What follows belongs to an exercise in optimizing a design on an open flow for small area and a short achievable clock period; a production flow would make more cautious choices.
No run shown here included a check of the RTL's function; only the layout flow was run.
Power figures rest on the tool's default switching activity, not on a simulated workload.

### flow/config.mk
export PLATFORM = sky130hd
export DESIGN_NAME = SIMD
export DESIGN_NICKNAME = SIMD
export VERILOG_FILES = /design/flow/design.v
export SDC_FILE = /design/flow/constraint.sdc
export NUM_CORES = 4
export LEC_CHECK = 0
export CAP_MARGIN = 20
export CORE_MARGIN = 2
export CORE_UTILIZATION = 60
export CTS_CLUSTER_DIAMETER = 150
export CTS_CLUSTER_SIZE = 20
export SLEW_MARGIN = 20
### flow/constraint.sdc
create_clock -name core_clock -period 10.0 [get_ports {clk}]
set_input_delay 2.0000 -clock core_clock [delete_from_list [all_inputs] [get_ports {clk}]]
set_output_delay 2.0000 -clock core_clock [all_outputs]
set_load 0.01 [all_outputs]
### flow/design.v
module simd_addsub(
input  [15:0] a,
input  [15:0] b,
input  [1:0]  w,
input         sub,
output [15:0] s
);
wire [15:0] y = sub ? ~b : b;
wire p1 = (w != 2'd0);
wire p2 = (w == 2'd2);
wire [20:0] fx = {a[15:12], p1 | sub, a[11:8], p2 | sub, a[7:4], p1 | sub, a[3:0], sub};
wire [20:0] fy = {y[15:12], ~p1 & sub, y[11:8], ~p2 & sub, y[7:4], ~p1 & sub, y[3:0], sub};
wire [20:0] fs = fx + fy;
assign s = {fs[19:16], fs[14:11], fs[9:6], fs[4:1]};
endmodule
module simd_booth_enc(
  input  [15:0] b,
  input         m4, m8, m16,
  output [7:0]  one, two, neg
);
  wire nm4 = ~m4, nm8 = ~m8, nm16 = ~m16;
  assign one[0] = b[0];
  assign two[0] = b[1] & ~b[0];
  assign neg[0] = b[1];
  wire bm1 = b[1];
  assign one[1] = b[2] ^ bm1;
  assign two[1] = (b[3] & ~b[2] & ~bm1) | (~b[3] & b[2] & bm1);
  assign neg[1] = b[3];
  wire bm2 = (b[3] & nm4);
  assign one[2] = b[4] ^ bm2;
  assign two[2] = (b[5] & ~b[4] & ~bm2) | (~b[5] & b[4] & bm2);
  assign neg[2] = b[5];
  wire bm3 = b[5];
  assign one[3] = b[6] ^ bm3;
  assign two[3] = (b[7] & ~b[6] & ~bm3) | (~b[7] & b[6] & bm3);
  assign neg[3] = b[7];
  wire bm4 = (b[7] & m16);
  assign one[4] = b[8] ^ bm4;
  assign two[4] = (b[9] & ~b[8] & ~bm4) | (~b[9] & b[8] & bm4);
  assign neg[4] = b[9];
  wire bm5 = b[9];
  assign one[5] = b[10] ^ bm5;
  assign two[5] = (b[11] & ~b[10] & ~bm5) | (~b[11] & b[10] & bm5);
  assign neg[5] = b[11];
  wire bm6 = (b[11] & nm4);
  assign one[6] = b[12] ^ bm6;
  assign two[6] = (b[13] & ~b[12] & ~bm6) | (~b[13] & b[12] & bm6);
  assign neg[6] = b[13];
  wire bm7 = b[13];
  assign one[7] = b[14] ^ bm7;
  assign two[7] = (b[15] & ~b[14] & ~bm7) | (~b[15] & b[14] & bm7);
  assign neg[7] = b[15];
endmodule
module simd_mul(
  input  [15:0] a,
  input  [7:0]  one, two, neg,
  input  [31:0] x,
  input         r,
  input         m4, m8, m16,
  output [15:0] pl, pl1,
  output [15:0] hx, hy,
  output        hc
);
  wire nm4 = ~m4, nm8 = ~m8, nm16 = ~m16;
  wire t0 = (one[0] & a[0]) ^ neg[0];
  wire t1 = ((one[0] & a[1]) | (two[0] & a[0])) ^ neg[0];
  wire t2 = ((one[0] & a[2]) | (two[0] & a[1])) ^ neg[0];
  wire t3 = ((one[0] & a[3]) | (two[0] & a[2])) ^ neg[0];
  wire t4 = (m4 & (~(((one[0] | two[0]) & a[3]) ^ neg[0]))) | (nm4 & (((one[0] & a[4]) | (two[0] & a[3])) ^ neg[0]));
  wire t5 = one[0] & nm4;
  wire t6 = two[0] & nm4;
  wire t7 = neg[0] & nm4;
  wire t8 = ((t5 & a[5]) | (t6 & a[4])) ^ t7;
  wire t9 = ((t5 & a[6]) | (t6 & a[5])) ^ t7;
  wire t10 = ((t5 & a[7]) | (t6 & a[6])) ^ t7;
  wire t11 = (m8 & (~(((one[0] | two[0]) & a[7]) ^ neg[0]))) | (m16 & (((one[0] & a[8]) | (two[0] & a[7])) ^ neg[0]));
  wire t12 = one[0] & m16;
  wire t13 = two[0] & m16;
  wire t14 = neg[0] & m16;
  wire t15 = ((t12 & a[9]) | (t13 & a[8])) ^ t14;
  wire t16 = ((t12 & a[10]) | (t13 & a[9])) ^ t14;
  wire t17 = ((t12 & a[11]) | (t13 & a[10])) ^ t14;
  wire t18 = ((t12 & a[12]) | (t13 & a[11])) ^ t14;
  wire t19 = ((t12 & a[13]) | (t13 & a[12])) ^ t14;
  wire t20 = ((t12 & a[14]) | (t13 & a[13])) ^ t14;
  wire t21 = ((t12 & a[15]) | (t13 & a[14])) ^ t14;
  wire t22 = m16 & ~(((t12 | t13) & a[15]) ^ t14);
  wire t23 = (one[1] & a[0]) ^ neg[1];
  wire t24 = ((one[1] & a[1]) | (two[1] & a[0])) ^ neg[1];
  wire t25 = ((one[1] & a[2]) | (two[1] & a[1])) ^ neg[1];
  wire t26 = ((one[1] & a[3]) | (two[1] & a[2])) ^ neg[1];
  wire t27 = (m4 & (~(((one[1] | two[1]) & a[3]) ^ neg[1]))) | (nm4 & (((one[1] & a[4]) | (two[1] & a[3])) ^ neg[1]));
  wire t28 = one[1] & nm4;
  wire t29 = two[1] & nm4;
  wire t30 = neg[1] & nm4;
  wire t31 = ((t28 & a[5]) | (t29 & a[4])) ^ t30;
  wire t32 = ((t28 & a[6]) | (t29 & a[5])) ^ t30;
  wire t33 = ((t28 & a[7]) | (t29 & a[6])) ^ t30;
  wire t34 = (m8 & (~(((one[1] | two[1]) & a[7]) ^ neg[1]))) | (m16 & (((one[1] & a[8]) | (two[1] & a[7])) ^ neg[1]));
  wire t35 = one[1] & m16;
  wire t36 = two[1] & m16;
  wire t37 = neg[1] & m16;
  wire t38 = ((t35 & a[9]) | (t36 & a[8])) ^ t37;
  wire t39 = ((t35 & a[10]) | (t36 & a[9])) ^ t37;
  wire t40 = ((t35 & a[11]) | (t36 & a[10])) ^ t37;
  wire t41 = ((t35 & a[12]) | (t36 & a[11])) ^ t37;
  wire t42 = ((t35 & a[13]) | (t36 & a[12])) ^ t37;
  wire t43 = ((t35 & a[14]) | (t36 & a[13])) ^ t37;
  wire t44 = ((t35 & a[15]) | (t36 & a[14])) ^ t37;
  wire t45 = m16 & ~(((t35 | t36) & a[15]) ^ t37);
  wire t46 = one[2] & nm4;
  wire t47 = two[2] & nm4;
  wire t48 = neg[2] & nm4;
  wire t49 = (t46 & a[0]) ^ t48;
  wire t50 = ((t46 & a[1]) | (t47 & a[0])) ^ t48;
  wire t51 = ((t46 & a[2]) | (t47 & a[1])) ^ t48;
  wire t52 = ((t46 & a[3]) | (t47 & a[2])) ^ t48;
  wire t53 = (m4 & ((one[2] & a[4]) ^ neg[2])) | (nm4 & (((one[2] & a[4]) | (two[2] & a[3])) ^ neg[2]));
  wire t54 = ((one[2] & a[5]) | (two[2] & a[4])) ^ neg[2];
  wire t55 = ((one[2] & a[6]) | (two[2] & a[5])) ^ neg[2];
  wire t56 = ((one[2] & a[7]) | (two[2] & a[6])) ^ neg[2];
  wire t57 = (nm16 & (~(((one[2] | two[2]) & a[7]) ^ neg[2]))) | (m16 & (((one[2] & a[8]) | (two[2] & a[7])) ^ neg[2]));
  wire t58 = one[2] & m16;
  wire t59 = two[2] & m16;
  wire t60 = neg[2] & m16;
  wire t61 = ((t58 & a[9]) | (t59 & a[8])) ^ t60;
  wire t62 = ((t58 & a[10]) | (t59 & a[9])) ^ t60;
  wire t63 = ((t58 & a[11]) | (t59 & a[10])) ^ t60;
  wire t64 = ((t58 & a[12]) | (t59 & a[11])) ^ t60;
  wire t65 = ((t58 & a[13]) | (t59 & a[12])) ^ t60;
  wire t66 = ((t58 & a[14]) | (t59 & a[13])) ^ t60;
  wire t67 = ((t58 & a[15]) | (t59 & a[14])) ^ t60;
  wire t68 = m16 & ~(((t58 | t59) & a[15]) ^ t60);
  wire t69 = one[3] & nm4;
  wire t70 = two[3] & nm4;
  wire t71 = neg[3] & nm4;
  wire t72 = (t69 & a[0]) ^ t71;
  wire t73 = ((t69 & a[1]) | (t70 & a[0])) ^ t71;
  wire t74 = ((t69 & a[2]) | (t70 & a[1])) ^ t71;
  wire t75 = ((t69 & a[3]) | (t70 & a[2])) ^ t71;
  wire t76 = (m4 & ((one[3] & a[4]) ^ neg[3])) | (nm4 & (((one[3] & a[4]) | (two[3] & a[3])) ^ neg[3]));
  wire t77 = ((one[3] & a[5]) | (two[3] & a[4])) ^ neg[3];
  wire t78 = ((one[3] & a[6]) | (two[3] & a[5])) ^ neg[3];
  wire t79 = ((one[3] & a[7]) | (two[3] & a[6])) ^ neg[3];
  wire t80 = (nm16 & (~(((one[3] | two[3]) & a[7]) ^ neg[3]))) | (m16 & (((one[3] & a[8]) | (two[3] & a[7])) ^ neg[3]));
  wire t81 = one[3] & m16;
  wire t82 = two[3] & m16;
  wire t83 = neg[3] & m16;
  wire t84 = ((t81 & a[9]) | (t82 & a[8])) ^ t83;
  wire t85 = ((t81 & a[10]) | (t82 & a[9])) ^ t83;
  wire t86 = ((t81 & a[11]) | (t82 & a[10])) ^ t83;
  wire t87 = ((t81 & a[12]) | (t82 & a[11])) ^ t83;
  wire t88 = ((t81 & a[13]) | (t82 & a[12])) ^ t83;
  wire t89 = ((t81 & a[14]) | (t82 & a[13])) ^ t83;
  wire t90 = ((t81 & a[15]) | (t82 & a[14])) ^ t83;
  wire t91 = m16 & ~(((t81 | t82) & a[15]) ^ t83);
  wire t92 = one[4] & m16;
  wire t93 = two[4] & m16;
  wire t94 = neg[4] & m16;
  wire t95 = (t92 & a[0]) ^ t94;
  wire t96 = ((t92 & a[1]) | (t93 & a[0])) ^ t94;
  wire t97 = ((t92 & a[2]) | (t93 & a[1])) ^ t94;
  wire t98 = ((t92 & a[3]) | (t93 & a[2])) ^ t94;
  wire t99 = ((t92 & a[4]) | (t93 & a[3])) ^ t94;
  wire t100 = ((t92 & a[5]) | (t93 & a[4])) ^ t94;
  wire t101 = ((t92 & a[6]) | (t93 & a[5])) ^ t94;
  wire t102 = ((t92 & a[7]) | (t93 & a[6])) ^ t94;
  wire t103 = (nm16 & ((one[4] & a[8]) ^ neg[4])) | (m16 & (((one[4] & a[8]) | (two[4] & a[7])) ^ neg[4]));
  wire t104 = ((one[4] & a[9]) | (two[4] & a[8])) ^ neg[4];
  wire t105 = ((one[4] & a[10]) | (two[4] & a[9])) ^ neg[4];
  wire t106 = ((one[4] & a[11]) | (two[4] & a[10])) ^ neg[4];
  wire t107 = (m4 & (~(((one[4] | two[4]) & a[11]) ^ neg[4]))) | (nm4 & (((one[4] & a[12]) | (two[4] & a[11])) ^ neg[4]));
  wire t108 = one[4] & nm4;
  wire t109 = two[4] & nm4;
  wire t110 = neg[4] & nm4;
  wire t111 = ((t108 & a[13]) | (t109 & a[12])) ^ t110;
  wire t112 = ((t108 & a[14]) | (t109 & a[13])) ^ t110;
  wire t113 = ((t108 & a[15]) | (t109 & a[14])) ^ t110;
  wire t114 = nm4 & ~(((t108 | t109) & a[15]) ^ t110);
  wire t115 = one[5] & m16;
  wire t116 = two[5] & m16;
  wire t117 = neg[5] & m16;
  wire t118 = (t115 & a[0]) ^ t117;
  wire t119 = ((t115 & a[1]) | (t116 & a[0])) ^ t117;
  wire t120 = ((t115 & a[2]) | (t116 & a[1])) ^ t117;
  wire t121 = ((t115 & a[3]) | (t116 & a[2])) ^ t117;
  wire t122 = ((t115 & a[4]) | (t116 & a[3])) ^ t117;
  wire t123 = ((t115 & a[5]) | (t116 & a[4])) ^ t117;
  wire t124 = ((t115 & a[6]) | (t116 & a[5])) ^ t117;
  wire t125 = ((t115 & a[7]) | (t116 & a[6])) ^ t117;
  wire t126 = (nm16 & ((one[5] & a[8]) ^ neg[5])) | (m16 & (((one[5] & a[8]) | (two[5] & a[7])) ^ neg[5]));
  wire t127 = ((one[5] & a[9]) | (two[5] & a[8])) ^ neg[5];
  wire t128 = ((one[5] & a[10]) | (two[5] & a[9])) ^ neg[5];
  wire t129 = ((one[5] & a[11]) | (two[5] & a[10])) ^ neg[5];
  wire t130 = (m4 & (~(((one[5] | two[5]) & a[11]) ^ neg[5]))) | (nm4 & (((one[5] & a[12]) | (two[5] & a[11])) ^ neg[5]));
  wire t131 = one[5] & nm4;
  wire t132 = two[5] & nm4;
  wire t133 = neg[5] & nm4;
  wire t134 = ((t131 & a[13]) | (t132 & a[12])) ^ t133;
  wire t135 = ((t131 & a[14]) | (t132 & a[13])) ^ t133;
  wire t136 = ((t131 & a[15]) | (t132 & a[14])) ^ t133;
  wire t137 = nm4 & ~(((t131 | t132) & a[15]) ^ t133);
  wire t138 = one[6] & m16;
  wire t139 = two[6] & m16;
  wire t140 = neg[6] & m16;
  wire t141 = (t138 & a[0]) ^ t140;
  wire t142 = ((t138 & a[1]) | (t139 & a[0])) ^ t140;
  wire t143 = ((t138 & a[2]) | (t139 & a[1])) ^ t140;
  wire t144 = ((t138 & a[3]) | (t139 & a[2])) ^ t140;
  wire t145 = ((t138 & a[4]) | (t139 & a[3])) ^ t140;
  wire t146 = ((t138 & a[5]) | (t139 & a[4])) ^ t140;
  wire t147 = ((t138 & a[6]) | (t139 & a[5])) ^ t140;
  wire t148 = ((t138 & a[7]) | (t139 & a[6])) ^ t140;
  wire t149 = (m8 & ((one[6] & a[8]) ^ neg[6])) | (m16 & (((one[6] & a[8]) | (two[6] & a[7])) ^ neg[6]));
  wire t150 = one[6] & nm4;
  wire t151 = two[6] & nm4;
  wire t152 = neg[6] & nm4;
  wire t153 = ((t150 & a[9]) | (t151 & a[8])) ^ t152;
  wire t154 = ((t150 & a[10]) | (t151 & a[9])) ^ t152;
  wire t155 = ((t150 & a[11]) | (t151 & a[10])) ^ t152;
  wire t156 = (m4 & ((one[6] & a[12]) ^ neg[6])) | (nm4 & (((one[6] & a[12]) | (two[6] & a[11])) ^ neg[6]));
  wire t157 = ((one[6] & a[13]) | (two[6] & a[12])) ^ neg[6];
  wire t158 = ((one[6] & a[14]) | (two[6] & a[13])) ^ neg[6];
  wire t159 = ((one[6] & a[15]) | (two[6] & a[14])) ^ neg[6];
  wire t160 = ~(((one[6] | two[6]) & a[15]) ^ neg[6]);
  wire t161 = one[7] & m16;
  wire t162 = two[7] & m16;
  wire t163 = neg[7] & m16;
  wire t164 = (t161 & a[0]) ^ t163;
  wire t165 = ((t161 & a[1]) | (t162 & a[0])) ^ t163;
  wire t166 = ((t161 & a[2]) | (t162 & a[1])) ^ t163;
  wire t167 = ((t161 & a[3]) | (t162 & a[2])) ^ t163;
  wire t168 = ((t161 & a[4]) | (t162 & a[3])) ^ t163;
  wire t169 = ((t161 & a[5]) | (t162 & a[4])) ^ t163;
  wire t170 = ((t161 & a[6]) | (t162 & a[5])) ^ t163;
  wire t171 = ((t161 & a[7]) | (t162 & a[6])) ^ t163;
  wire t172 = (m8 & ((one[7] & a[8]) ^ neg[7])) | (m16 & (((one[7] & a[8]) | (two[7] & a[7])) ^ neg[7]));
  wire t173 = one[7] & nm4;
  wire t174 = two[7] & nm4;
  wire t175 = neg[7] & nm4;
  wire t176 = ((t173 & a[9]) | (t174 & a[8])) ^ t175;
  wire t177 = ((t173 & a[10]) | (t174 & a[9])) ^ t175;
  wire t178 = ((t173 & a[11]) | (t174 & a[10])) ^ t175;
  wire t179 = (m4 & ((one[7] & a[12]) ^ neg[7])) | (nm4 & (((one[7] & a[12]) | (two[7] & a[11])) ^ neg[7]));
  wire t180 = ((one[7] & a[13]) | (two[7] & a[12])) ^ neg[7];
  wire t181 = ((one[7] & a[14]) | (two[7] & a[13])) ^ neg[7];
  wire t182 = ((one[7] & a[15]) | (two[7] & a[14])) ^ neg[7];
  wire t183 = ~(((one[7] | two[7]) & a[15]) ^ neg[7]);
  wire t184 = (m4 & neg[0]) | (m8 & neg[0]) | (m16 & neg[0]);
  wire t185 = (m4 & neg[1]) | (m8 & neg[1]) | (m16 & neg[1]);
  wire t186 = (m8 & neg[2]) | (m16 & neg[2]);
  wire t187 = (m8 & neg[3]) | (m16 & neg[3]);
  wire t188 = (m4 & neg[2]) | (m16 & neg[4]);
  wire t189 = (m4 & neg[3]) | (m16 & neg[5]);
  wire t190 = (m16 & neg[6]);
  wire t191 = (m16 & neg[7]);
  wire t192 = (m4 & neg[4]) | (m8 & neg[4]);
  wire t193 = (m4 & neg[5]) | (m8 & neg[5]);
  wire t194 = (m8 & neg[6]);
  wire t195 = (m8 & neg[7]);
  wire t196 = (m4 & neg[6]);
  wire t197 = (m4 & neg[7]);
  wire fs198, fc198;
  assign {fc198, fs198} = {1'b0, x[2]} + {1'b0, t185} + {1'b0, t2};
  wire fs199, fc199;
  assign {fc199, fs199} = {1'b0, x[3]} + {1'b0, t3} + {1'b0, t24};
  wire fs200, fc200;
  assign {fc200, fs200} = {1'b0, x[4]} + {1'b0, t186} + {1'b0, t25};
  wire fs201, fc201;
  assign {fc201, fs201} = {1'b0, t49} + {1'b0, t4} + {1'b0, fc199};
  wire fs202, fc202;
  assign {fc202, fs202} = {1'b0, x[5]} + {1'b0, t8} + {1'b0, t26};
  wire fs203, fc203;
  assign {fc203, fs203} = {1'b0, t50} + {1'b0, fc200} + {1'b0, fs202};
  wire fs204, fc204;
  assign {fc204, fs204} = {1'b0, x[6]} + {1'b0, t187} + {1'b0, t9};
  wire fs205, fc205;
  assign {fc205, fs205} = {1'b0, t51} + {1'b0, t72} + {1'b0, t27};
  wire fs206, fc206;
  assign {fc206, fs206} = {1'b0, fc202} + {1'b0, fs204} + {1'b0, fs205};
  wire fs207, fc207;
  assign {fc207, fs207} = {1'b0, x[7]} + {1'b0, t10} + {1'b0, t31};
  wire t208 = fc207 & nm4;
  wire fs209, fc209;
  assign {fc209, fs209} = {1'b0, t52} + {1'b0, t73} + {1'b0, fc204};
  wire t210 = fc209 & nm4;
  wire fs211, fc211;
  assign {fc211, fs211} = {1'b0, fs207} + {1'b0, fc205} + {1'b0, fs209};
  wire t212 = fc211 & nm4;
  wire fs213, fc213;
  assign {fc213, fs213} = {1'b0, x[8]} + {1'b0, t188} + {1'b0, t32};
  wire fs214, fc214;
  assign {fc214, fs214} = {1'b0, t74} + {1'b0, t95} + {1'b0, t11};
  wire fs215, fc215;
  assign {fc215, fs215} = {1'b0, t53} + {1'b0, fs213} + {1'b0, t208};
  wire fs216, fc216;
  assign {fc216, fs216} = {1'b0, fs214} + {1'b0, t210} + {1'b0, fs215};
  wire fs217, fc217;
  assign {fc217, fs217} = {1'b0, x[9]} + {1'b0, t15} + {1'b0, t33};
  wire fs218, fc218;
  assign {fc218, fs218} = {1'b0, t54} + {1'b0, t75} + {1'b0, t96};
  wire fs219, fc219;
  assign {fc219, fs219} = {1'b0, fc213} + {1'b0, fs217} + {1'b0, fs218};
  wire fs220, fc220;
  assign {fc220, fs220} = {1'b0, fc214} + {1'b0, fs219} + {1'b0, fc215};
  wire fs221, fc221;
  assign {fc221, fs221} = {1'b0, x[10]} + {1'b0, t189} + {1'b0, t16};
  wire fs222, fc222;
  assign {fc222, fs222} = {1'b0, t55} + {1'b0, t97} + {1'b0, t118};
  wire fs223, fc223;
  assign {fc223, fs223} = {1'b0, t34} + {1'b0, t76} + {1'b0, fc217};
  wire fs224, fc224;
  assign {fc224, fs224} = {1'b0, fc218} + {1'b0, fs221} + {1'b0, fs222};
  wire fs225, fc225;
  assign {fc225, fs225} = {1'b0, fc219} + {1'b0, fs223} + {1'b0, fs224};
  wire fs226, fc226;
  assign {fc226, fs226} = {1'b0, x[11]} + {1'b0, t17} + {1'b0, t38};
  wire fs227, fc227;
  assign {fc227, fs227} = {1'b0, t56} + {1'b0, t77} + {1'b0, t98};
  wire fs228, fc228;
  assign {fc228, fs228} = {1'b0, t119} + {1'b0, fc221} + {1'b0, fc222};
  wire fs229, fc229;
  assign {fc229, fs229} = {1'b0, fs226} + {1'b0, fs227} + {1'b0, fc223};
  wire fs230, fc230;
  assign {fc230, fs230} = {1'b0, fc224} + {1'b0, fs228} + {1'b0, fc225};
  wire fs231, fc231;
  assign {fc231, fs231} = {1'b0, x[12]} + {1'b0, t190} + {1'b0, t18};
  wire fs232, fc232;
  assign {fc232, fs232} = {1'b0, t39} + {1'b0, t78} + {1'b0, t99};
  wire fs233, fc233;
  assign {fc233, fs233} = {1'b0, t120} + {1'b0, t141} + {1'b0, t57};
  wire fs234, fc234;
  assign {fc234, fs234} = {1'b0, fc226} + {1'b0, fc227} + {1'b0, fs231};
  wire fs235, fc235;
  assign {fc235, fs235} = {1'b0, fs232} + {1'b0, fs233} + {1'b0, fc228};
  wire fs236, fc236;
  assign {fc236, fs236} = {1'b0, fs234} + {1'b0, fc229} + {1'b0, fs235};
  wire fs237, fc237;
  assign {fc237, fs237} = {1'b0, x[13]} + {1'b0, t19} + {1'b0, t40};
  wire fs238, fc238;
  assign {fc238, fs238} = {1'b0, t61} + {1'b0, t79} + {1'b0, t100};
  wire fs239, fc239;
  assign {fc239, fs239} = {1'b0, t121} + {1'b0, t142} + {1'b0, fc231};
  wire fs240, fc240;
  assign {fc240, fs240} = {1'b0, fc232} + {1'b0, fs237} + {1'b0, fs238};
  wire fs241, fc241;
  assign {fc241, fs241} = {1'b0, fc233} + {1'b0, fc234} + {1'b0, fs239};
  wire fs242, fc242;
  assign {fc242, fs242} = {1'b0, fs240} + {1'b0, fc235} + {1'b0, fs241};
  wire fs243, fc243;
  assign {fc243, fs243} = {1'b0, x[14]} + {1'b0, t191} + {1'b0, t20};
  wire fs244, fc244;
  assign {fc244, fs244} = {1'b0, t41} + {1'b0, t62} + {1'b0, t101};
  wire fs245, fc245;
  assign {fc245, fs245} = {1'b0, t122} + {1'b0, t143} + {1'b0, t164};
  wire fs246, fc246;
  assign {fc246, fs246} = {1'b0, t80} + {1'b0, fc237} + {1'b0, fc238};
  wire fs247, fc247;
  assign {fc247, fs247} = {1'b0, fs243} + {1'b0, fs244} + {1'b0, fs245};
  wire fs248, fc248;
  assign {fc248, fs248} = {1'b0, fc239} + {1'b0, fc240} + {1'b0, fs246};
  wire fs249, fc249;
  assign {fc249, fs249} = {1'b0, fs247} + {1'b0, fc241} + {1'b0, fs248};
  wire fs250, fc250;
  assign {fc250, fs250} = {1'b0, x[15]} + {1'b0, t21} + {1'b0, t42};
  wire t251 = fc250 & m16;
  wire fs252, fc252;
  assign {fc252, fs252} = {1'b0, t63} + {1'b0, t84} + {1'b0, t102};
  wire t253 = fc252 & m16;
  wire fs254, fc254;
  assign {fc254, fs254} = {1'b0, t123} + {1'b0, t144} + {1'b0, t165};
  wire t255 = fc254 & m16;
  wire fs256, fc256;
  assign {fc256, fs256} = {1'b0, fc243} + {1'b0, fc244} + {1'b0, fc245};
  wire t257 = fc256 & m16;
  wire fs258, fc258;
  assign {fc258, fs258} = {1'b0, fs250} + {1'b0, fs252} + {1'b0, fs254};
  wire t259 = fc258 & m16;
  wire fs260, fc260;
  assign {fc260, fs260} = {1'b0, fc246} + {1'b0, fc247} + {1'b0, fs256};
  wire t261 = fc260 & m16;
  wire fs262, fc262;
  assign {fc262, fs262} = {1'b0, fs258} + {1'b0, fc248} + {1'b0, fs260};
  wire t263 = fc262 & m16;
  wire fs264, fc264;
  assign {fc264, fs264} = {1'b0, x[16]} + {1'b0, t192} + {1'b0, t22};
  wire fs265, fc265;
  assign {fc265, fs265} = {1'b0, t43} + {1'b0, t64} + {1'b0, t85};
  wire fs266, fc266;
  assign {fc266, fs266} = {1'b0, t124} + {1'b0, t145} + {1'b0, t166};
  wire fs267, fc267;
  assign {fc267, fs267} = {1'b0, t103} + {1'b0, fs264} + {1'b0, fs265};
  wire fs268, fc268;
  assign {fc268, fs268} = {1'b0, fs266} + {1'b0, t251} + {1'b0, t253};
  wire fs269, fc269;
  assign {fc269, fs269} = {1'b0, t255} + {1'b0, fs267} + {1'b0, t257};
  wire fs270, fc270;
  assign {fc270, fs270} = {1'b0, t259} + {1'b0, fs268} + {1'b0, t261};
  wire fs271, fc271;
  assign {fc271, fs271} = {1'b0, x[17]} + {1'b0, t44} + {1'b0, t65};
  wire fs272, fc272;
  assign {fc272, fs272} = {1'b0, t86} + {1'b0, t104} + {1'b0, t125};
  wire fs273, fc273;
  assign {fc273, fs273} = {1'b0, t146} + {1'b0, t167} + {1'b0, fc264};
  wire fs274, fc274;
  assign {fc274, fs274} = {1'b0, fc265} + {1'b0, fc266} + {1'b0, fs271};
  wire fs275, fc275;
  assign {fc275, fs275} = {1'b0, fs272} + {1'b0, fc267} + {1'b0, fs273};
  wire fs276, fc276;
  assign {fc276, fs276} = {1'b0, fs274} + {1'b0, fc268} + {1'b0, fs275};
  wire fs277, fc277;
  assign {fc277, fs277} = {1'b0, x[18]} + {1'b0, t193} + {1'b0, t45};
  wire fs278, fc278;
  assign {fc278, fs278} = {1'b0, t66} + {1'b0, t87} + {1'b0, t105};
  wire fs279, fc279;
  assign {fc279, fs279} = {1'b0, t147} + {1'b0, t168} + {1'b0, t126};
  wire fs280, fc280;
  assign {fc280, fs280} = {1'b0, fc271} + {1'b0, fc272} + {1'b0, fs277};
  wire fs281, fc281;
  assign {fc281, fs281} = {1'b0, fs278} + {1'b0, fs279} + {1'b0, fc273};
  wire fs282, fc282;
  assign {fc282, fs282} = {1'b0, fc274} + {1'b0, fs280} + {1'b0, fc275};
  wire fs283, fc283;
  assign {fc283, fs283} = {1'b0, x[19]} + {1'b0, t67} + {1'b0, t88};
  wire fs284, fc284;
  assign {fc284, fs284} = {1'b0, t106} + {1'b0, t127} + {1'b0, t148};
  wire fs285, fc285;
  assign {fc285, fs285} = {1'b0, t169} + {1'b0, fc277} + {1'b0, fc278};
  wire fs286, fc286;
  assign {fc286, fs286} = {1'b0, fs283} + {1'b0, fs284} + {1'b0, fc279};
  wire fs287, fc287;
  assign {fc287, fs287} = {1'b0, fc280} + {1'b0, fs285} + {1'b0, fs286};
  wire fs288, fc288;
  assign {fc288, fs288} = {1'b0, x[20]} + {1'b0, t194} + {1'b0, t68};
  wire fs289, fc289;
  assign {fc289, fs289} = {1'b0, t89} + {1'b0, t128} + {1'b0, t170};
  wire fs290, fc290;
  assign {fc290, fs290} = {1'b0, t107} + {1'b0, t149} + {1'b0, fc283};
  wire fs291, fc291;
  assign {fc291, fs291} = {1'b0, fc284} + {1'b0, fs288} + {1'b0, fs289};
  wire fs292, fc292;
  assign {fc292, fs292} = {1'b0, fc285} + {1'b0, fs290} + {1'b0, fs291};
  wire fs293, fc293;
  assign {fc293, fs293} = {1'b0, x[21]} + {1'b0, t90} + {1'b0, t111};
  wire fs294, fc294;
  assign {fc294, fs294} = {1'b0, t129} + {1'b0, t153} + {1'b0, t171};
  wire fs295, fc295;
  assign {fc295, fs295} = {1'b0, fc288} + {1'b0, fc289} + {1'b0, fs293};
  wire fs296, fc296;
  assign {fc296, fs296} = {1'b0, fs294} + {1'b0, fc290} + {1'b0, fc291};
  wire fs297, fc297;
  assign {fc297, fs297} = {1'b0, x[22]} + {1'b0, t195} + {1'b0, t91};
  wire fs298, fc298;
  assign {fc298, fs298} = {1'b0, t112} + {1'b0, t154} + {1'b0, t130};
  wire fs299, fc299;
  assign {fc299, fs299} = {1'b0, t172} + {1'b0, fc293} + {1'b0, fc294};
  wire fs300, fc300;
  assign {fc300, fs300} = {1'b0, fs297} + {1'b0, fs298} + {1'b0, fc295};
  wire fs301, fc301;
  assign {fc301, fs301} = {1'b0, x[23]} + {1'b0, t113} + {1'b0, t134};
  wire t302 = fc301 & nm4;
  wire fs303, fc303;
  assign {fc303, fs303} = {1'b0, t155} + {1'b0, t176} + {1'b0, fc297};
  wire t304 = fc303 & nm4;
  wire fs305, fc305;
  assign {fc305, fs305} = {1'b0, fs301} + {1'b0, fc298} + {1'b0, fc299};
  wire t306 = fc305 & nm4;
  wire fs307, fc307;
  assign {fc307, fs307} = {1'b0, x[24]} + {1'b0, t196} + {1'b0, t114};
  wire fs308, fc308;
  assign {fc308, fs308} = {1'b0, t135} + {1'b0, t177} + {1'b0, t156};
  wire fs309, fc309;
  assign {fc309, fs309} = {1'b0, fs307} + {1'b0, t302} + {1'b0, fs308};
  wire fs310, fc310;
  assign {fc310, fs310} = {1'b0, x[25]} + {1'b0, t136} + {1'b0, t157};
  wire fs311, fc311;
  assign {fc311, fs311} = {1'b0, t178} + {1'b0, fc307} + {1'b0, fs310};
  wire fs312, fc312;
  assign {fc312, fs312} = {1'b0, x[26]} + {1'b0, t197} + {1'b0, t137};
  wire fs313, fc313;
  assign {fc313, fs313} = {1'b0, t158} + {1'b0, t179} + {1'b0, fc310};
  wire fs314, fc314;
  assign {fc314, fs314} = {1'b0, x[27]} + {1'b0, t159} + {1'b0, t180};
  wire fs315, fc315;
  assign {fc315, fs315} = {1'b0, x[28]} + {1'b0, t160} + {1'b0, t181};
  wire fs316, fc316;
  assign {fc316, fs316} = {1'b0, t0} + {1'b0, x[0]} + {1'b0, t184};
  wire t317 = t1 ^ x[1];
  wire t318 = t1 & x[1];
  wire t319 = t23 ^ fs198;
  wire t320 = t23 & fs198;
  wire t321 = fc198 ^ fs199;
  wire t322 = fc198 & fs199;
  wire t323 = fs200 ^ fs201;
  wire t324 = fs200 & fs201;
  wire t325 = fc201 ^ fs203;
  wire t326 = fc201 & fs203;
  wire t327 = fc203 ^ fs206;
  wire t328 = fc203 & fs206;
  wire t329 = fc206 ^ fs211;
  wire t330 = fc206 & fs211;
  wire t331 = t330 & nm4;
  wire t332 = t212 ^ fs216;
  wire t333 = t212 & fs216;
  wire t334 = fc216 ^ fs220;
  wire t335 = fc216 & fs220;
  wire t336 = fc220 ^ fs225;
  wire t337 = fc220 & fs225;
  wire t338 = fs229 ^ fs230;
  wire t339 = fs229 & fs230;
  wire t340 = fc230 ^ fs236;
  wire t341 = fc230 & fs236;
  wire t342 = fc236 ^ fs242;
  wire t343 = fc236 & fs242;
  wire t344 = fc242 ^ fs249;
  wire t345 = fc242 & fs249;
  wire t346 = fc249 ^ fs262;
  wire t347 = fc249 & fs262;
  wire t348 = t347 & m16;
  wire fs349, fc349;
  assign {fc349, fs349} = {1'b0, fs269} + {1'b0, t263} + {1'b0, fs270};
  wire fs350, fc350;
  assign {fc350, fs350} = {1'b0, fc269} + {1'b0, fc270} + {1'b0, fs276};
  wire fs351, fc351;
  assign {fc351, fs351} = {1'b0, fs281} + {1'b0, fc276} + {1'b0, fs282};
  wire fs352, fc352;
  assign {fc352, fs352} = {1'b0, fc281} + {1'b0, fc282} + {1'b0, fs287};
  wire fs353, fc353;
  assign {fc353, fs353} = {1'b0, fc286} + {1'b0, fc287} + {1'b0, fs292};
  wire fs354, fc354;
  assign {fc354, fs354} = {1'b0, fs295} + {1'b0, fc292} + {1'b0, fs296};
  wire fs355, fc355;
  assign {fc355, fs355} = {1'b0, fs299} + {1'b0, fc296} + {1'b0, fs300};
  wire fs356, fc356;
  assign {fc356, fs356} = {1'b0, fs303} + {1'b0, fc300} + {1'b0, fs305};
  wire t357 = fc356 & nm4;
  wire fs358, fc358;
  assign {fc358, fs358} = {1'b0, t304} + {1'b0, t306} + {1'b0, fs309};
  wire fs359, fc359;
  assign {fc359, fs359} = {1'b0, fc308} + {1'b0, fc309} + {1'b0, fs311};
  wire fs360, fc360;
  assign {fc360, fs360} = {1'b0, fs312} + {1'b0, fc311} + {1'b0, fs313};
  wire fs361, fc361;
  assign {fc361, fs361} = {1'b0, fc312} + {1'b0, fc313} + {1'b0, fs314};
  wire t362 = fc314 ^ fs315;
  wire t363 = fc314 & fs315;
  wire fs364, fc364;
  assign {fc364, fs364} = {1'b0, t182} + {1'b0, x[29]} + {1'b0, fc315};
  wire t365 = t183 ^ x[30];
  wire t366 = t183 & x[30];
  wire t367 = fc316 & t317;
  wire t368 = t318 & t319;
  wire t369 = t320 & t321;
  wire t370 = t322 & t323;
  wire t371 = t324 & t325;
  wire t372 = t326 & t327;
  wire t373 = t328 & t329;
  wire t374 = t331 & t332;
  wire t375 = t333 & t334;
  wire t376 = t335 & t336;
  wire t377 = t337 & t338;
  wire t378 = t339 & t340;
  wire t379 = t341 & t342;
  wire t380 = t343 & t344;
  wire t381 = t345 & t346;
  wire t382 = fc316 ^ t317;
  wire t383 = t318 ^ t319;
  wire t384 = t320 ^ t321;
  wire t385 = t322 ^ t323;
  wire t386 = t324 ^ t325;
  wire t387 = t326 ^ t327;
  wire t388 = t328 ^ t329;
  wire t389 = t331 ^ t332;
  wire t390 = t333 ^ t334;
  wire t391 = t335 ^ t336;
  wire t392 = t337 ^ t338;
  wire t393 = t339 ^ t340;
  wire t394 = t341 ^ t342;
  wire t395 = t343 ^ t344;
  wire t396 = t345 ^ t346;
  wire t397 = t367 | (t382 & 1'b0);
  wire t398 = t368 | (t383 & t367);
  wire t399 = t383 & t382;
  wire t400 = t369 | (t384 & t368);
  wire t401 = t384 & t383;
  wire t402 = t370 | (t385 & t369);
  wire t403 = t385 & t384;
  wire t404 = t371 | (t386 & t370);
  wire t405 = t386 & t385;
  wire t406 = t372 | (t387 & t371);
  wire t407 = t387 & t386;
  wire t408 = t373 | (t388 & t372);
  wire t409 = t388 & t387;
  wire t410 = 1'b0 | (nm4 & t373);
  wire t411 = nm4 & t388;
  wire t412 = t374 | (t389 & 1'b0);
  wire t413 = t389 & nm4;
  wire t414 = t375 | (t390 & t374);
  wire t415 = t390 & t389;
  wire t416 = t376 | (t391 & t375);
  wire t417 = t391 & t390;
  wire t418 = t377 | (t392 & t376);
  wire t419 = t392 & t391;
  wire t420 = t378 | (t393 & t377);
  wire t421 = t393 & t392;
  wire t422 = t379 | (t394 & t378);
  wire t423 = t394 & t393;
  wire t424 = t380 | (t395 & t379);
  wire t425 = t395 & t394;
  wire t426 = t381 | (t396 & t380);
  wire t427 = t396 & t395;
  wire t428 = t398 | (t399 & 1'b0);
  wire t429 = t400 | (t401 & t397);
  wire t430 = t402 | (t403 & t398);
  wire t431 = t403 & t399;
  wire t432 = t404 | (t405 & t400);
  wire t433 = t405 & t401;
  wire t434 = t406 | (t407 & t402);
  wire t435 = t407 & t403;
  wire t436 = t408 | (t409 & t404);
  wire t437 = t409 & t405;
  wire t438 = t410 | (t411 & t406);
  wire t439 = t411 & t407;
  wire t440 = t412 | (t413 & t408);
  wire t441 = t413 & t409;
  wire t442 = t414 | (t415 & t410);
  wire t443 = t415 & t411;
  wire t444 = t416 | (t417 & t412);
  wire t445 = t417 & t413;
  wire t446 = t418 | (t419 & t414);
  wire t447 = t419 & t415;
  wire t448 = t420 | (t421 & t416);
  wire t449 = t421 & t417;
  wire t450 = t422 | (t423 & t418);
  wire t451 = t423 & t419;
  wire t452 = t424 | (t425 & t420);
  wire t453 = t425 & t421;
  wire t454 = t426 | (t427 & t422);
  wire t455 = t427 & t423;
  wire t456 = t430 | (t431 & 1'b0);
  wire t457 = t432 | (t433 & t397);
  wire t458 = t434 | (t435 & t428);
  wire t459 = t436 | (t437 & t429);
  wire t460 = t438 | (t439 & t430);
  wire t461 = t439 & t431;
  wire t462 = t440 | (t441 & t432);
  wire t463 = t441 & t433;
  wire t464 = t442 | (t443 & t434);
  wire t465 = t443 & t435;
  wire t466 = t444 | (t445 & t436);
  wire t467 = t445 & t437;
  wire t468 = t446 | (t447 & t438);
  wire t469 = t447 & t439;
  wire t470 = t448 | (t449 & t440);
  wire t471 = t449 & t441;
  wire t472 = t450 | (t451 & t442);
  wire t473 = t451 & t443;
  wire t474 = t452 | (t453 & t444);
  wire t475 = t453 & t445;
  wire t476 = t454 | (t455 & t446);
  wire t477 = t455 & t447;
  wire t478 = t460 | (t461 & 1'b0);
  wire t479 = t462 | (t463 & t397);
  wire t480 = t464 | (t465 & t428);
  wire t481 = t466 | (t467 & t429);
  wire t482 = t468 | (t469 & t456);
  wire t483 = t470 | (t471 & t457);
  wire t484 = t472 | (t473 & t458);
  wire t485 = t474 | (t475 & t459);
  wire t486 = t476 | (t477 & t460);
  wire t487 = t477 & t461;
  wire t488 = t486 | (t487 & 1'b0);
  wire t489 = fs316 ^ 1'b0;
  wire t490 = t382 ^ 1'b0;
  wire t491 = t383 ^ t397;
  wire t492 = t384 ^ t428;
  wire t493 = t385 ^ t429;
  wire t494 = t386 ^ t456;
  wire t495 = t387 ^ t457;
  wire t496 = t388 ^ t458;
  wire t497 = nm4 ^ t459;
  wire t498 = t389 ^ t478;
  wire t499 = t390 ^ t479;
  wire t500 = t391 ^ t480;
  wire t501 = t392 ^ t481;
  wire t502 = t393 ^ t482;
  wire t503 = t394 ^ t483;
  wire t504 = t395 ^ t484;
  wire t505 = t396 ^ t485;
  wire t506 = (fs316 | r) ^ 1'b0;
  wire t507 = (t382 | r) ^ 1'b0;
  wire t508 = (t383 | r) ^ t397;
  wire t509 = (t384 | r) ^ t428;
  wire t510 = (t385 | r) ^ t429;
  wire t511 = (t386 | r) ^ t456;
  wire t512 = (t387 | r) ^ t457;
  wire t513 = (t388 | r) ^ t458;
  wire t514 = (nm4 | r) ^ t459;
  wire t515 = (t389 | r) ^ t478;
  wire t516 = (t390 | r) ^ t479;
  wire t517 = (t391 | r) ^ t480;
  wire t518 = (t392 | r) ^ t481;
  wire t519 = (t393 | r) ^ t482;
  wire t520 = (t394 | r) ^ t483;
  wire t521 = (t395 | r) ^ t484;
  wire t522 = (t396 | r) ^ t485;
  assign pl = {t505, t504, t503, t502, t501, t500, t499, t498, t496, t495, t494, t493, t492, t491, t490, t489};
  assign pl1 = {t522, t521, t520, t519, t518, t517, t516, t515, t513, t512, t511, t510, t509, t508, t507, t506};
  assign hc = t488 & m16;
  assign hx = {t366, fc364, t363, fc361, fc360, fc359, fc358, t357, fc355, fc354, fc353, fc352, fc351, fc350, fc349, t348};
  assign hy = {x[31], t365, fs364, t362, fs361, fs360, fs359, fs358, fs356, fs355, fs354, fs353, fs352, fs351, fs350, fs349};
endmodule
module simd_shift(
input  [15:0] d,
input  [1:0]  w,
input         right,
input         arith,
output [15:0] q
);
wire s4 = (w == 2'd0);
wire s16 = (w == 2'd2);
wire [15:0] tops = {1'b1, 3'b0, s4, 3'b0, ~s16, 3'b0, s4, 3'b0};
wire [15:0] bots = {3'b0, s4, 3'b0, ~s16, 3'b0, s4, 3'b0, 1'b1};
wire [15:0] rsh = ({1'b0, d[15:1]} & ~tops) | (d & tops & {16{arith}});
wire [15:0] lsh = {d[14:0], 1'b0} & ~bots;
assign q = right ? rsh : lsh;
endmodule
module SIMD(
input [11:0] instruction,
input clk,
input rst,
output [31:0] outputvalue
);
reg  [11:8] cmd;             
reg  rst_d;                  
reg  [255:0] rf;             
reg  [15:0] ra;              
reg  [7:0]  e_one, e_two, e_neg;    
reg  [31:0] e_x;             
reg  e_m4, e_m8, e_m16;       
reg  [3:0] e_dst;
reg  [15:0] res_l, out_l, out_h;
reg  [15:0] w_hx, w_hy;      
reg  w_hc, w_k24;            
reg  [15:0] sel_a;
reg  [3:0]  sel_w, sel_b, sel_c;
wire [11:0] ins = instruction;
wire [3:0] ins_a = (ins[11:10] == 2'b10) ? {ins[3:2], ins[1:0]} : {ins[7:6], ins[1:0]};
always @(posedge clk) begin
  sel_a <= 16'd1 << ins_a;
  sel_w <= 4'd1 << ins[7:6];
  sel_b <= 4'd1 << ins[3:2];
  sel_c <= 4'd1 << ins[5:4];
end
wire [3:0] op = cmd[11:8];
wire [1:0] w  = {sel_w[2] | sel_w[3], sel_w[1] | sel_w[3]};
wire [1:0] fc = {sel_c[2] | sel_c[3], sel_c[1] | sel_c[3]};
wire       fb0 = sel_b[1] | sel_b[3];
wire nop = rst | rst_d;
wire mul = ~nop & (op[3:1] == 3'd1);
reg [15:0] rd_a, rd_b, rd_c;
reg [15:0] bank [0:3];
integer r, k;
always @* begin
  rd_a = 16'd0;
  for (r = 0; r < 16; r = r + 1)
    rd_a = rd_a | ({16{sel_a[r]}} & rf[16*r +: 16]);
  for (k = 0; k < 4; k = k + 1) begin
    bank[k] = 16'd0;
    for (r = 0; r < 4; r = r + 1)
      bank[k] = bank[k] | ({16{sel_w[r]}} & rf[16*(4*r+k) +: 16]);
  end
  rd_b = 16'd0;
  rd_c = 16'd0;
  for (k = 0; k < 4; k = k + 1) begin
    rd_b = rd_b | ({16{sel_b[k]}} & bank[k]);
    rd_c = rd_c | ({16{sel_c[k]}} & bank[k]);
  end
end
wire [15:0] as_out;
simd_addsub as(.a(rd_a), .b(rd_b), .w(w), .sub(op == 4'd1), .s(as_out));
wire [15:0] sh_out;
simd_shift sh(.d(rd_a), .w(w), .right(fb0), .arith(op == 4'd6), .q(sh_out));
wire [15:0] pre = ({16{~nop & (op[3:1] == 3'd0)}} & as_out)
                | ({16{~nop & ((op == 4'd4) | (op == 4'd6))}} & sh_out)
                | ({16{~nop & (op == 4'd8)}}  & (rd_a & rd_c))
                | ({16{~nop & (op == 4'd9)}}  & (rd_a | rd_c))
                | ({16{~nop & (op == 4'd10)}} & (rd_a ^ rd_c))
                | ({16{~nop & (op == 4'd11)}} & ~rd_a);
wire m4 = sel_w[0], m8 = sel_w[1], m16 = sel_w[2] | sel_w[3];
wire [7:0] one, two, neg;
simd_booth_enc be(.b(rd_b), .m4(m4), .m8(m8), .m16(m16), .one(one), .two(two), .neg(neg));
wire [3:0] par4 = {^rd_b[15:12], ^rd_b[11:8], ^rd_b[7:4], ^rd_b[3:0]};
wire [1:0] par8 = {par4[3] ^ par4[2], par4[1] ^ par4[0]};
wire par16 = par8[1] ^ par8[0];
wire [3:0] q;
assign q[0] = ~(rd_a[3] & par4[0]);
assign q[1] = m4 ? ~(rd_a[7] & par4[1]) : ~(rd_a[7] & par8[0]);
assign q[2] = ~(rd_a[11] & par4[2]);
assign q[3] = m4 ? ~(rd_a[15] & par4[3]) : m8 ? ~(rd_a[15] & par8[1]) : ~(rd_a[15] & par16);
wire [15:0] c = (op == 4'd3) ? rd_c : 16'd0;
wire [31:0] x4 = {q[3], 1'b0, 1'b1, ~c[15], c[15:12], q[2], 1'b0, 1'b1, ~c[11], c[11:8],
                  q[1], 1'b0, 1'b1, ~c[7],  c[7:4],   q[0], 1'b0, 1'b1, ~c[3],  c[3:0]};
wire [31:0] x8 = {q[3], 1'b0, 1'b1, 1'b0, 1'b1, 1'b0, 1'b1, ~c[15], c[15:8],
                  q[1], 1'b0, 1'b1, 1'b0, 1'b1, 1'b0, 1'b1, ~c[7],  c[7:0]};
wire [31:0] x16 = {q[3], 1'b0, 1'b1, 1'b0, 1'b1, 1'b0, 1'b1, 1'b0, 1'b1, 1'b0, 1'b1,
                   1'b0, 1'b1, 1'b0, 1'b1, ~c[15], c[15:0]};
wire [31:0] x = ~mul ? {16'hAAAB, pre} : m4 ? x4 : m8 ? x8 : x16;
always @(posedge clk) begin
  ra <= rd_a;
  e_one <= one & {8{mul}};
  e_two <= two & {8{mul}};
  e_neg <= neg & {8{mul}};
  e_x <= x;
  e_m4 <= mul & m4;
  e_m8 <= mul & m8;
  e_m16 <= ~mul | m16;
  e_dst <= nop ? 4'd0 : {w, fc};
  rst_d <= rst;
  cmd <= instruction[11:8];
end
wire [15:0] res, res1, hx, hy;
wire hc;
simd_mul mu(.a(ra), .one(e_one), .two(e_two), .neg(e_neg), .x(e_x), .r(rst_d),
            .m4(e_m4), .m8(e_m8), .m16(e_m16), .pl(res), .pl1(res1), .hx(hx), .hy(hy), .hc(hc));
wire [17:0] hs = {w_hx[15:8], w_k24, w_hx[7:0], w_hc} + {w_hy[15:8], 1'b0, w_hy[7:0], w_hc};
integer i;
always @(posedge clk) begin
  res_l <= res;
  w_hx <= hx;
  w_hy <= hy;
  w_hc <= hc;
  w_k24 <= ~e_m4;
  out_l <= res_l;
  out_h <= {hs[17:10], hs[8:1]};
  for (i = 0; i < 16; i = i + 1)
    if (rst_d | (e_dst == i))
      rf[16*i +: 16] <= (res1 & rf_init(i)) | (res & ~rf_init(i));
end
function [15:0] rf_init(input integer r);
  case (r)
    1:  rf_init = 16'b0001_1000_1000_0100;
    2:  rf_init = 16'b1110_0110_0110_1100;
    4:  rf_init = 16'b0010_0111_0100_1100;
    5:  rf_init = 16'b1101_1000_1000_0101;
    8:  rf_init = 16'b0001_0110_0100_1010;
    9:  rf_init = 16'b1111_1010_1010_0100;
    13: rf_init = 16'b0001_1000_1000_0100;
    default: rf_init = 16'b0;
  endcase
endfunction
assign outputvalue = {out_h, out_l};
endmodule
### flow/flow/run.sh
#!/bin/bash
set -euo pipefail
bash standard.sh SETUP_SLACK_MARGIN=5.5 finish > make_finish.log 2>&1
### flow/standard.sh
#!/bin/bash
# synth_recipe.tcl (not shown) runs the flow's synth.tcl, then flattens the netlist and writes it again
# the make line also repeats each setting of config.mk as NAME=value (left out here)
make -C /OpenROAD-flow-scripts/flow DESIGN_CONFIG=/design/flow/config.mk WORK_HOME=/design/flow/orfs CLKGATE_MAP_FILE= SYNTH_SCRIPT=/design/flow/synth_recipe.tcl "${@:-finish}"
==> impl_metrics.prom, run 1 <==
# TYPE chip_impl_metric gauge
chip_impl_metric{name="cts-root-to-sink-buffers",unit=""} 3
chip_impl_metric{name="total_drc_errors_in_the_routed_layout",unit=""} 0
chip_impl_metric{name="hold_violations",unit=""} 0
chip_impl_metric{name="worst_setup_skew_after_layout",unit="ns"} 0.0415
chip_impl_metric{name="dr_total_vias",unit=""} 21200
chip_impl_metric{name="overflow",unit=""} 0
chip_impl_metric{name="synthesis.nets",unit=""} 2723
chip_impl_metric{name="grt_start_max_net_pins",unit=""} 74
chip_impl_metric{name="final_report_max_slew_violation_count",unit=""} 0
chip_impl_metric{name="via_count_of_the_first_global_routing_pass",unit=""} 20500
chip_impl_metric{name="complex_gate_fraction_of_the_synthesized_area",unit="%"} 18.4
chip_impl_metric{name="fin_util",unit="%"} 68.3
chip_impl_metric{name="delay_of_the_slowest_cell_on_the_worst_path",unit="ns"} 0.56
chip_impl_metric{name="die_y",unit="microns"} 213
chip_impl_metric{name="achievable_freq",unit="GHz"} 0.217
chip_impl_metric{name="drtAntennaViolNets",unit=""} 0
chip_impl_info{name="critPathLaunchType",value="register"} 1
chip_impl_metric{name="synth.yosys.warnings",unit=""} 2
chip_impl_metric{name="place.port_buffers",unit=""} 45
chip_impl_info{name="post-synth-top-count-cell",value="sky130_fd_sc_hd__a22oi_1"} 1
chip_impl_info{name="synth_top_family_by_area",value="compound AO/OA/AOI/OAI gates"} 1
chip_impl_metric{name="synth_largest_type_area_fraction",unit="%"} 29.2
chip_impl_metric{name="gpl.final_weighted_congestion",unit=""} 0.965
chip_impl_metric{name="synth_seq_area_share",unit="%"} 43.8
chip_impl_metric{name="row_count",unit=""} 76
chip_impl_metric{name="drt-initial-drc-count",unit=""} 3425
chip_impl_metric{name="dpl_worst_slack",unit="ns"} 4.64
chip_impl_metric{name="holdWs",unit="ns"} 0.329
chip_impl_metric{name="insertedDiodeCount",unit=""} 0
chip_impl_metric{name="postCtsHoldBufs",unit=""} 0
chip_impl_metric{name="wl",unit="microns"} 90200
chip_impl_info{name="root_buffer",value="sky130_fd_sc_hd__clkbuf_16"} 1
chip_impl_metric{name="cp_num_buf_inv",unit=""} 3
chip_impl_metric{name="yosys.area_share.xor_xnor",unit="%"} 7.33
chip_impl_info{name="synth.top_cells.by_area",value="sky130_fd_sc_hd__edfxtp_1 (29%), sky130_fd_sc_hd__dfxtp_1 (15%), sky130_fd_sc_hd__a22oi_1 (10%), sky130_fd_sc_hd__fa_1 (9.1%), sky130_fd_sc_hd__xnor2_1 (5.2%)"} 1
chip_impl_metric{name="cts_made_buffers",unit=""} 26
chip_impl_info{name="crit_path_frequent_cell",value="sky130_fd_sc_hd__fa_1"} 1
chip_impl_metric{name="dr.pass1.iters",unit=""} 7
chip_impl_metric{name="post_synth_and_or_nand_nor_area_fraction",unit="%"} 9.18
chip_impl_metric{name="share_of_cells_above_drive_strength_1",unit="%"} 13.4
chip_impl_metric{name="global_route.usage.total",unit="%"} 39.8
chip_impl_info{name="cts_tree",value="yes"} 1
chip_impl_metric{name="aggregate_negative_setup_slack",unit="ns"} 0
chip_impl_metric{name="die_footprint",unit="sq um"} 45500
chip_impl_metric{name="netlist_instances",unit=""} 2480
chip_impl_metric{name="ys_types",unit=""} 71
chip_impl_metric{name="layout_min_cycle_time",unit="ns"} 4.61
chip_impl_metric{name="mappedNetlistArea",unit="sq um"} 26300
chip_impl_metric{name="cp.arrival",unit="ns"} 4.96
chip_impl_metric{name="place_area",unit="sq um"} 27400
chip_impl_info{name="critical_setup_path_class",value="reg2reg"} 1
chip_impl_info{name="cp-end-kind",value="register"} 1
chip_impl_metric{name="fillerInstances",unit=""} 3317
chip_impl_info{name="critical_path.slowest_cell",value="sky130_fd_sc_hd__fa_1"} 1
chip_impl_info{name="synth.top_cells.by_count",value="sky130_fd_sc_hd__a22oi_1 (357), sky130_fd_sc_hd__edfxtp_1 (256), sky130_fd_sc_hd__nand2_1 (222)"} 1
chip_impl_metric{name="boundaryPins",unit=""} 46
chip_impl_metric{name="synth_async_sr_flop_share",unit="%"} 0
chip_impl_metric{name="worstPathRequired",unit="ns"} 10.35
chip_impl_metric{name="antenna_found_initial",unit=""} 2
chip_impl_metric{name="cts_sinks",unit=""} 447
chip_impl_metric{name="synth-adder-area-share",unit="%"} 14.3
chip_impl_metric{name="fin_nets",unit=""} 2730
chip_impl_metric{name="worstMarginPinSlew",unit="ns"} 1.32
chip_impl_metric{name="clkLatencyLatePin",unit="ns"} 0.61
chip_impl_info{name="setup_repair_after_global_routing_missed_its_margin",value="yes"} 1
chip_impl_metric{name="die-width",unit="microns"} 213
chip_impl_metric{name="place_hpwl",unit="microns"} 57900
chip_impl_metric{name="core_area",unit="sq um"} 43200
chip_impl_metric{name="synth.ff_latch_count",unit=""} 447
chip_impl_info{name="critical_path.top_delay_family",value="adder cells"} 1
chip_impl_metric{name="initial_utilization",unit="%"} 60.9
chip_impl_metric{name="area_growth_syn_to_layout",unit="%"} 12.2
chip_impl_metric{name="power_leakage",unit="uW"} 0.0112
chip_impl_metric{name="register_area",unit="sq um"} 11600
chip_impl_info{name="cell_by_cell_listing_of_the_critical_path",value="buf_4 -> a22oi_1 -> xnor2_1 -> nand2_1 -> fa_1 -> fa_1 -> fa_1 -> fa_1 -> inv_1 -> ha_1 -> ha_4 -> a21o_4 -> xor2_4 -> buf_12"} 1
chip_impl_metric{name="crit_fanout",unit=""} 14
chip_impl_metric{name="h_tree_levels",unit=""} 1
chip_impl_metric{name="layout_worst_path_cycle_share",unit="%"} 46.1
chip_impl_metric{name="area_taken_by_multi_input_logic_gates",unit="sq um"} 14000
chip_impl_info{name="leading_area_contributor_after_synthesis",value="sky130_fd_sc_hd__edfxtp_1"} 1
chip_impl_metric{name="synth_enable_flop_cells",unit=""} 256
chip_impl_metric{name="setup-violations-final",unit=""} 0
chip_impl_metric{name="worst_slack",unit="ns"} 5.39
chip_impl_metric{name="synth.area.mux_share",unit="%"} 1.67
chip_impl_metric{name="synth_area_per_cell",unit="sq um"} 10.6
chip_impl_metric{name="postLayoutCellArea",unit="sq um"} 29500
chip_impl_metric{name="worstSetupPathDepth",unit=""} 14
chip_impl_metric{name="number_of_cells_traversed_by_the_worst_hold_path",unit=""} 0
chip_impl_info{name="min-delay-path-class",value="reg2reg"} 1
chip_impl_metric{name="routedWlPerCell",unit="microns"} 29.2
chip_impl_metric{name="clock_transition_at_the_register_clock_pins_on_the_worst_setup_and_hold_paths_after_cts",unit="ns"} 0.10
chip_impl_info{name="outcome",value="complete, no violations"} 1
chip_impl_metric{name="vdd.ir_drop.worst",unit="mV"} 0.185
chip_impl_metric{name="via_per_inst",unit=""} 6.86
chip_impl_info{name="dominantRegCellSynth",value="sky130_fd_sc_hd__edfxtp_1"} 1
chip_impl_metric{name="cap_viol_max_count",unit=""} 0
chip_impl_metric{name="first_pass_grt_wire_length",unit="microns"} 131000
chip_impl_metric{name="normalized_max_slew_margin",unit="%"} 12.1
chip_impl_metric{name="r2r_cells",unit=""} 14
chip_impl_metric{name="pwr_density",unit="nW/um^2"} 171
[worst register-to-register path: stages, from the launching register on]
cell	delay, ns
sky130_fd_sc_hd__dfxtp_4	0.38
sky130_fd_sc_hd__buf_4	0.16
sky130_fd_sc_hd__a22oi_1	0.26
sky130_fd_sc_hd__xnor2_1	0.16
sky130_fd_sc_hd__nand2_1	0.09
sky130_fd_sc_hd__fa_1	0.42
sky130_fd_sc_hd__fa_1	0.52
sky130_fd_sc_hd__fa_1	0.52
sky130_fd_sc_hd__fa_1	0.56
sky130_fd_sc_hd__inv_1	0.11
sky130_fd_sc_hd__ha_1	0.35
sky130_fd_sc_hd__ha_4	0.27
sky130_fd_sc_hd__a21o_4	0.26
sky130_fd_sc_hd__xor2_4	0.16
sky130_fd_sc_hd__buf_12	0.14
[layout make-up]
type	count	area share, %
multi-input cells	1663	47.5
repair buffers	179	5.83
well taps	585	2.48
flip-flops and latches	447	39.4
clock buffers	44	2.51
inverters	170	2.18
clock inverters	1	0.0551
[worst paths after layout]
path	end	slack, ns	start
min	w_hy[15]$_DFF_P_	0.33	e_x[31]$_SDFF_PN1_
max reg2reg	rf[63]$_DFFE_PP_	5.39	ra[9]$_DFF_P_
max	rf[63]$_DFFE_PP_	5.39	ra[9]$_DFF_P_
min reg2reg	w_hy[15]$_DFF_P_	0.33	e_x[31]$_SDFF_PN1_
[cells by family after synthesis]
logic type,after synthesis
compound gates,651
xor+xnor,220
fa+ha+maj,229
buf+inv,371
flops,447
mux,26
simple gates,536
[registers in the layout (all words and copies together), names as in the netlist, 15 cells and up]
signal / cells
e_x: 30
out_h: 16
out_l: 16
ra: 16
res_l: 16
rf: 256
sel_a: 16
w_hx: 15
w_hy: 16
[placed cells by master (no fill, tap or decap), types with 29 or more instances in the layout]
| cell type | count |
|---|---|
| sky130_fd_sc_hd__nand2_1 | 220 |
| sky130_fd_sc_hd__a221oi_1 | 44 |
| sky130_fd_sc_hd__a22oi_1 | 347 |
| sky130_fd_sc_hd__dfxtp_1 | 155 |
| sky130_fd_sc_hd__o21ai_0 | 46 |
| sky130_fd_sc_hd__fa_1 | 111 |
| sky130_fd_sc_hd__buf_4 | 107 |
| sky130_fd_sc_hd__and2_1 | 29 |
| sky130_fd_sc_hd__nor2_1 | 135 |
| sky130_fd_sc_hd__dfxtp_4 | 29 |
| sky130_fd_sc_hd__xnor2_1 | 147 |
| sky130_fd_sc_hd__nand3_1 | 38 |
| sky130_fd_sc_hd__a22o_1 | 43 |
| sky130_fd_sc_hd__edfxtp_1 | 256 |
| sky130_fd_sc_hd__clkdlybuf4s50_1 | 45 |
| sky130_fd_sc_hd__xor2_1 | 57 |
| sky130_fd_sc_hd__ha_1 | 93 |
| sky130_fd_sc_hd__inv_1 | 164 |
| sky130_fd_sc_hd__a21oi_1 | 48 |
| sky130_fd_sc_hd__clkbuf_16 | 29 |
[power breakdown]
group	internal, uW	switching, uW
combinational	590	885
clock	507	620
sequential	2250	196
total	3350	1700
[routing by layer]
metal  track usage (%)  wire (microns)
met5                 0              13
met4              23.8            6460
met3              9.70           12100
met2              60.2           39300
met1              52.2           32300
[per-stage QoR]
step / power, uW / std cells
global route: 5250 / 3089
finish: 5050 / 3089
global placement: 3770 / 2968
detailed placement: 3790 / 2969
floorplan: 3280 / 2480
CTS: 4950 / 3058
[repair_timing]
action                     4_1_cts  5_1_grt
hold endpoints to repair         0        0
setup buffers                   42       27
cloned                           2        3
setup endpoints to repair      160      139
pin swaps                       11       20
gates resized for setup        108       56
==> inputs of run 2 (changes only) <==
==> flow/flow/run.sh (replaced) <==
#!/bin/bash
set -euo pipefail
bash standard.sh SETUP_SLACK_MARGIN=5.25 finish > make_finish.log 2>&1
==> impl_metrics.prom, run 2 <==
# TYPE chip_impl_metric gauge
chip_impl_metric{name="dr.pass1.iters",unit=""} 6
chip_impl_metric{name="hold_violations",unit=""} 0
chip_impl_metric{name="gpl.final_weighted_congestion",unit=""} 1.03
chip_impl_metric{name="worstSetupPathDepth",unit=""} 15
chip_impl_info{name="outcome",value="complete, no violations"} 1
chip_impl_metric{name="total_switching_power",unit="uW"} 1680
chip_impl_metric{name="first_pass_grt_wire_length",unit="microns"} 130000
chip_impl_metric{name="synth_area_per_cell",unit="sq um"} 10.6
chip_impl_metric{name="pwr_density",unit="nW/um^2"} 172
chip_impl_metric{name="boundaryPins",unit=""} 46
chip_impl_metric{name="normalized_max_slew_margin",unit="%"} 18.2
chip_impl_metric{name="clock_power_share",unit="%"} 22.2
chip_impl_metric{name="final_cells",unit=""} 3072
chip_impl_metric{name="synth.yosys.warnings",unit=""} 2
chip_impl_info{name="cts_tree",value="yes"} 1
chip_impl_metric{name="worstMarginPinSlew",unit="ns"} 1.23
chip_impl_metric{name="seq_power_share",unit="%"} 48.6
chip_impl_metric{name="clkLatencyLatePin",unit="ns"} 0.60
chip_impl_metric{name="total_drc_errors_in_the_routed_layout",unit=""} 0
chip_impl_info{name="dominantRegCellSynth",value="sky130_fd_sc_hd__edfxtp_1"} 1
chip_impl_metric{name="h_tree_levels",unit=""} 1
chip_impl_metric{name="drtAntennaViolNets",unit=""} 0
chip_impl_info{name="largest-register",value="rf"} 1
chip_impl_metric{name="via_per_inst",unit=""} 6.82
chip_impl_metric{name="dr_total_vias",unit=""} 20900
chip_impl_metric{name="cell_internal_pwr",unit="uW"} 3340
chip_impl_metric{name="cts-root-to-sink-buffers",unit=""} 3
chip_impl_metric{name="vdd.ir_drop.worst",unit="mV"} 0.240
chip_impl_info{name="cp-end-kind",value="register"} 1
chip_impl_metric{name="overflow",unit=""} 0
chip_impl_metric{name="synth.ff_latch_count",unit=""} 447
chip_impl_metric{name="crit_fanout",unit=""} 59
chip_impl_metric{name="place_area",unit="sq um"} 27200
chip_impl_metric{name="layout_worst_path_cycle_share",unit="%"} 47.5
## run 2: changes by cell type in the layout (fill, tap and decap cells not counted), sizes merged
cell / change
clkinv: -1
clkbuf: -4
buf: -12
bufbuf: -1
xnor2: +1
inv: +1
xor2: -1
## run 2: logic make-up (layout without fill, tap and decap cells)
family | Yosys count | in the layout | synth area share (%)
flops | 447 | 447 | 43.8
simple gates | 536 | 536 | 9.18
buf+inv | 371 | 377 | 5.36
mux | 26 | 26 | 1.67
xor+xnor | 220 | 221 | 7.33
fa+ha+maj | 229 | 229 | 14.3
compound gates | 651 | 651 | 18.4
## run 2: routing by layer
metal	GRT usage, %	wire [microns]	up-vias
met5	0	0	-
met1	52.6	32900	10200
met2	60.5	39500	1524
met4	21.5	6070	0
li1	-	-	8855
met3	8.63	11000	332
## run 2: area by class of cell
| type | instances | area (sq um) |
|---|---|---|
| timing repair buffer | 163 | 1480 |
| fill | 3379 | 14000 |
| clock buffer | 43 | 736 |
| multi-input combinational | 1663 | 13900 |
| inverter | 170 | 643 |
| tap | 585 | 732 |
| sequential | 447 | 11600 |
| clock inverter | 1 | 16.3 |
## run 2: power by group through the flow
stage	combinational (uW)	clock (uW)	sequential, uW
after floorplan	866	0	2390
after global placement	1260	0	2480
after CTS	1380	1120	2430
final	1470	1120	2440
after detailed placement	1290	0	2490
after global routing	1560	1180	2460
## run 2: path summary, 6_finish.rpt
| path | from | to | slack (ns) |
|---|---|---|---|
| worst min-delay path | res_l[8]$_DFF_P_ | out_l[8]$_DFF_P_ | 0.33 |
| worst max register to register | sel_w[0]$_SDFF_PP0_ | e_x[15]$_DFF_P_ | 5.25 |
| worst max-delay path | sel_w[0]$_SDFF_PP0_ | e_x[15]$_DFF_P_ | 5.25 |
| worst min register to register | res_l[8]$_DFF_P_ | out_l[8]$_DFF_P_ | 0.33 |
## run 2: metrics by stage
step                utilization, %  setup slack, ns  hold WS (ns)
global route                  67.5             5.20         0.342
floorplan                        -             5.26         0.310
CTS                           66.3             5.18         0.335
global placement              63.0             4.40         0.311
finish                        67.5             5.25         0.331
detailed placement            63.0             4.28         0.314
## run 2: repair_timing
action                     in CTS  in global routing
gates cloned                    1                  2
hold buffers                    0                  0
setup endpoints to repair     149                120
pin swaps                       2                 20
gates resized for setup        88                 65
setup buffers                  37                 17
## run 2: worst reg2reg max path, stage by stage (launching register included)
cell	delay [ns]
sky130_fd_sc_hd__dfxtp_2	0.73
sky130_fd_sc_hd__buf_8	0.48
sky130_fd_sc_hd__a22oi_1	0.21
sky130_fd_sc_hd__nand2_1	0.15
sky130_fd_sc_hd__a22oi_1	0.10
sky130_fd_sc_hd__nand2_1	0.38
sky130_fd_sc_hd__xnor2_1	0.15
sky130_fd_sc_hd__ha_1	0.21
sky130_fd_sc_hd__a211o_1	0.25
sky130_fd_sc_hd__a31oi_1	0.33
sky130_fd_sc_hd__o21ai_0	0.19
sky130_fd_sc_hd__a211o_1	0.33
sky130_fd_sc_hd__a31o_2	0.24
sky130_fd_sc_hd__a21oi_1	0.35
sky130_fd_sc_hd__xnor2_1	0.11
sky130_fd_sc_hd__o2111ai_1	0.42

==> static timing again, ports no longer ideal <==
The results above use ideal ports. As a check the final layouts listed here were re-extracted and re-timed, cells and wires unchanged. Step 1 assumes that a clkbuf_16 drives the clock port and a buf_2 every other input. Step 2, shift: input delay + t, output delay - t, t = (earliest + latest rising clock arrival at the registers) / 2. This alone moves slack from input paths to output paths. a / b / c = ideal ports / drivers / drivers and shift; a / b = the first two.
run | shift t [ns] | setup slack, ns | hold WS [ns]
run 1 | 0.645 | 5.388 / 5.388 / 5.173 | 0.329 / 0.329 / 0.329
run 2 | 0.641 | 5.248 / 5.248 / 4.972 | 0.331 / 0.331 / 0.331
After both steps setup and hold are still met in every run listed. The setup slack of run 2, which loses most, moves by 0.000 ns with the drivers and by -0.276 ns with both steps.
